From an optimization exercise on the open Yosys and OpenROAD flow, aimed at small area and a short achievable clock period; shortcuts taken in it are not production practice. Only simulation tests tie the RTL to the original design; equivalence was not proved. Power and IR drop assume default switching activity.

==> flow/design.v <==
module VDC(
    input               clock,
    input               reset,    
    output logic [11:0] cnt,
    output logic [11:0] rev,
    output logic [11:0] nxt,      
    output logic        last      
);
logic [11:0] carry;
always_comb begin
    for (int i = 0; i < 12; i++) rev[i] = cnt[11-i];
end
assign carry[0] = 1'b1;
for (genvar i = 1; i < 12; i++) begin : g_carry
    assign carry[i] = &cnt[i-1:0];
end
assign nxt  = cnt ^ carry;
assign last = &cnt;
always_ff @(posedge clock)
    if (reset) cnt <= 12'd1;
    else       cnt <= nxt;
endmodule
module HWA(
    input [12:0]        in,
    input               clock_d,
    input               clock_s,
    output logic [12:0] out,
    output logic        done
);
localparam [10:0] SGN = 11'b01010001010;    
logic [11:0] l12 [0:21];
logic [9:0]  l10 [22:25];
logic [7:0]  l8  [26:29];
logic [4:0]  l5  [30:33];
logic [1:0]  l2  [34:37];
logic [11:0] q;       
logic [11:0] rq;      
logic        qlast;   
logic [10:0] seg1;    
logic [11:0] tapv;    
logic        gt_r;    
logic        sgn_r;   
logic        bit_r;   
VDC vdc(.clock(clock_d), .reset(clock_s), .cnt(q), .rev(rq), .nxt(), .last(qlast));
logic [4:0] e30;
assign e30 = (&l8[29][7:3]) ? 5'd31 : l8[29][7:3] + {4'd0, |l8[29][2:0]};
logic [1:0] r34;
assign r34 = (&l5[33][4:3]) ? 2'd3 : l5[33][4:3] + {1'b0, |l5[33][2:0]};
logic [10:0] seg_n;
always_comb begin
    logic [11:0] ge;      
    ge[0]  = 1'b1;
    ge[1]  = q >= 12'd2;
    ge[2]  = q >= 12'd23;
    ge[3]  = q >= 12'd101;
    ge[4]  = q >= 12'd338;
    ge[5]  = q >= 12'd1281;
    ge[6]  = q >= 12'd2814;
    ge[7]  = q >= 12'd3756;
    ge[8]  = q >= 12'd3993;
    ge[9]  = q >= 12'd4071;
    ge[10] = q >= 12'd4092;
    ge[11] = q == 12'd4095;   
    for (int s = 0; s < 11; s++) seg_n[s] = ge[s] & ~ge[s+1];
    seg_n[0] = seg_n[0] | ge[11];
end
always_comb
    tapv   = ({12{seg1[0]}}  & {l2[37], 10'b0})
           | ({12{seg1[1]}}  & {l5[33], 7'b0})
           | ({12{seg1[2]}}  & {l8[29], 4'b0})
           | ({12{seg1[3]}}  & {l10[25], 2'b0})
           | ({12{seg1[4]}}  & l12[21])
           | ({12{seg1[5]}}  & l12[19])
           | ({12{seg1[6]}}  & {l12[17][11:1], 1'b0})
           | ({12{seg1[7]}}  & {l12[13][11:3], 3'b0})
           | ({12{seg1[8]}}  & {l12[9][11:5], 5'b0})
           | ({12{seg1[9]}}  & {l12[5][11:7], 7'b0})
           | ({12{seg1[10]}} & {l12[1][11:10], 10'b0});
logic gt;
always_comb begin
    logic [11:0] g1, p1;
    logic [5:0]  g2, p2;
    logic [2:0]  g3, p3;
    for (int i = 0; i < 12; i++) begin
        g1[i] = tapv[i] & ~rq[i];
        p1[i] = tapv[i] | ~rq[i];
    end
    for (int i = 0; i < 6; i++) begin
        g2[i] = g1[2*i+1] | (p1[2*i+1] & g1[2*i]);
        p2[i] = g1[2*i+1] | (p1[2*i+1] & p1[2*i]);
    end
    for (int i = 0; i < 3; i++) begin
        g3[i] = g2[2*i+1] | (p2[2*i+1] & g2[2*i]);
        p3[i] = g2[2*i+1] | (p2[2*i+1] & p2[2*i]);
    end
    gt = g3[2] | (p3[2] & g3[1]) | (p3[2] & p3[1] & g3[0]);
end
assign bit_r = gt_r ^ sgn_r;
logic [12:0] acc_carry;
assign acc_carry[0] = bit_r;
for (genvar i = 1; i < 13; i++) begin : g_acc_carry
    assign acc_carry[i] = bit_r & (&out[i-1:0]);
end
always_ff @(posedge clock_d) begin
    if (clock_s) begin
        l12[0] <= in[11:0];
        for (int j = 1; j < 22; j++) l12[j] <= l12[j-1];
        l10[22] <= {l12[21][11:3], |l12[21][2:0]};
        for (int j = 23; j < 26; j++) l10[j] <= l10[j-1];
        l8[26] <= {l10[25][9:3], |l10[25][2:0]};
        for (int j = 27; j < 30; j++) l8[j] <= l8[j-1];
        l5[30] <= e30;
        for (int j = 31; j < 34; j++) l5[j] <= l5[j-1];
        l2[34] <= r34;
        for (int j = 35; j < 38; j++) l2[j] <= l2[j-1];
    end
end
always_ff @(posedge clock_d) begin
    if (clock_s) begin
        out   <= 13'd0;
        done  <= 1'b0;
        seg1  <= 11'd1;                    
        gt_r  <= |l2[36];                  
        sgn_r <= SGN[0];
    end else begin
        out   <= out ^ acc_carry;
        done  <= qlast;
        seg1  <= seg_n;
        gt_r  <= gt;
        sgn_r <= |(seg1 & SGN);
    end
end
endmodule
export LEC_CHECK = 0
export CAP_MARGIN = 0
export CORE_MARGIN = 2
export CORE_UTILIZATION = 40
export CTS_CLUSTER_DIAMETER = 100
export CTS_CLUSTER_SIZE = 28
export SETUP_SLACK_MARGIN = 4.25
export SLEW_MARGIN = 0
export SYNTH_MEMORY_MAX_BITS = 32768
create_clock -name core_clock -period 6.5 [get_ports {clock_d}]
standard.sh (not shown) runs the stock make flow with config.mk's settings and CLKGATE_MAP_FILE= SYNTH_SCRIPT=/design/flow/synth_recipe.tcl, a recipe that flattens the netlist after the stock synthesis.
==> flow/flow/run.sh <==
#!/bin/bash
# The standard layout (standard.sh) with two changes: the port buffers are
# placed as the smallest buffer (timing repair upsizes the ones that need it),
# and clock tree synthesis adds no dummy loads.
# ORFS writes each step's log under orfs/logs/; the make output goes to standard.log.
set -o pipefail
bash standard.sh \
  "BUFFER_PORTS_ARGS=-buffer_cell sky130_fd_sc_hd__buf_1" \
  "CTS_ARGS=-sink_clustering_enable -repair_clock_nets -sink_clustering_size 28 -sink_clustering_max_diameter 100 -dont_use_dummy_load" \
  finish > standard.log 2>&1
Edit:
--- a/flow/flow/run.sh
+++ b/flow/flow/run.sh
@@ -9 +9 @@
-  "CTS_ARGS=-sink_clustering_enable -repair_clock_nets -sink_clustering_size 28 -sink_clustering_max_diameter 100 -dont_use_dummy_load" \
+  "CTS_ARGS=-sink_clustering_enable -repair_clock_nets -sink_clustering_size 24 -sink_clustering_max_diameter 100 -dont_use_dummy_load" \
CTS_CLUSTER_SIZE = 24   (was 28)
SETUP_SLACK_MARGIN = 4.3   (was 4.25)
What happened:
- The changed run produced a clean layout
- via count came out higher by 0.33%
- design area came out higher by 0.60%
- cell count barely changes
- worst setup slack gets worse by 0.0065 ns
- count of clock-buffer cells in the layout came out higher by 2
- global-route usage barely changes
- first-iteration DRC count stays flat
Edit:
--- a/flow/flow/run.sh
+++ b/flow/flow/run.sh
@@ -9 +9 @@
-  "CTS_ARGS=-sink_clustering_enable -repair_clock_nets -sink_clustering_size 24 -sink_clustering_max_diameter 100 -dont_use_dummy_load" \
+  "CTS_ARGS=-sink_clustering_enable -repair_clock_nets -sink_clustering_size 28 -sink_clustering_max_diameter 100 -dont_use_dummy_load" \
CTS_CLUSTER_SIZE = 28   (was 24)
What happened: The changed run ran to the end with no violations; hold slack gets worse by 0.032 ns; fmax came out higher by 0.37%; global-route usage stays flat; sequential power barely changes; worst setup slack improves by 0.0084 ns; routed wire length came out lower by 0.58%; non-clock buffer count is unchanged; area after synthesis does not change; power went down by 1.4%.

separate check: timing with driven ports:
The results above use ideal ports. As a check the final layouts listed here were re-extracted and re-timed, cells and wires unchanged. Step 1: set_driving_cell puts a clkbuf_16 on clock_d and a buf_2 on each other input, an assumption about the parent block. Step 2 times the ports against the registers' clock, not the clock port: input delays grow and output delays shrink by t, the midpoint of the rising clock arrivals with the driver on. Slacks: ideal ports / drivers / drivers and shift; pairs: ideal ports / drivers.
run	shift t [ns]	slack for setup (ns)	latest minus earliest clock arrival (ns)
the first run	0.542	4.234 / 4.189 / 3.745	0.041 / 0.040
the second run	0.556	4.228 / 4.181 / 3.831	0.018 / 0.017
the third run	0.540	4.236 / 4.191 / 3.849	0.042 / 0.041
After both steps setup and hold are still met in every run listed. For the first run, which loses most, drivers alone change the setup slack by -0.045 ns; drivers and shift together by -0.489 ns.
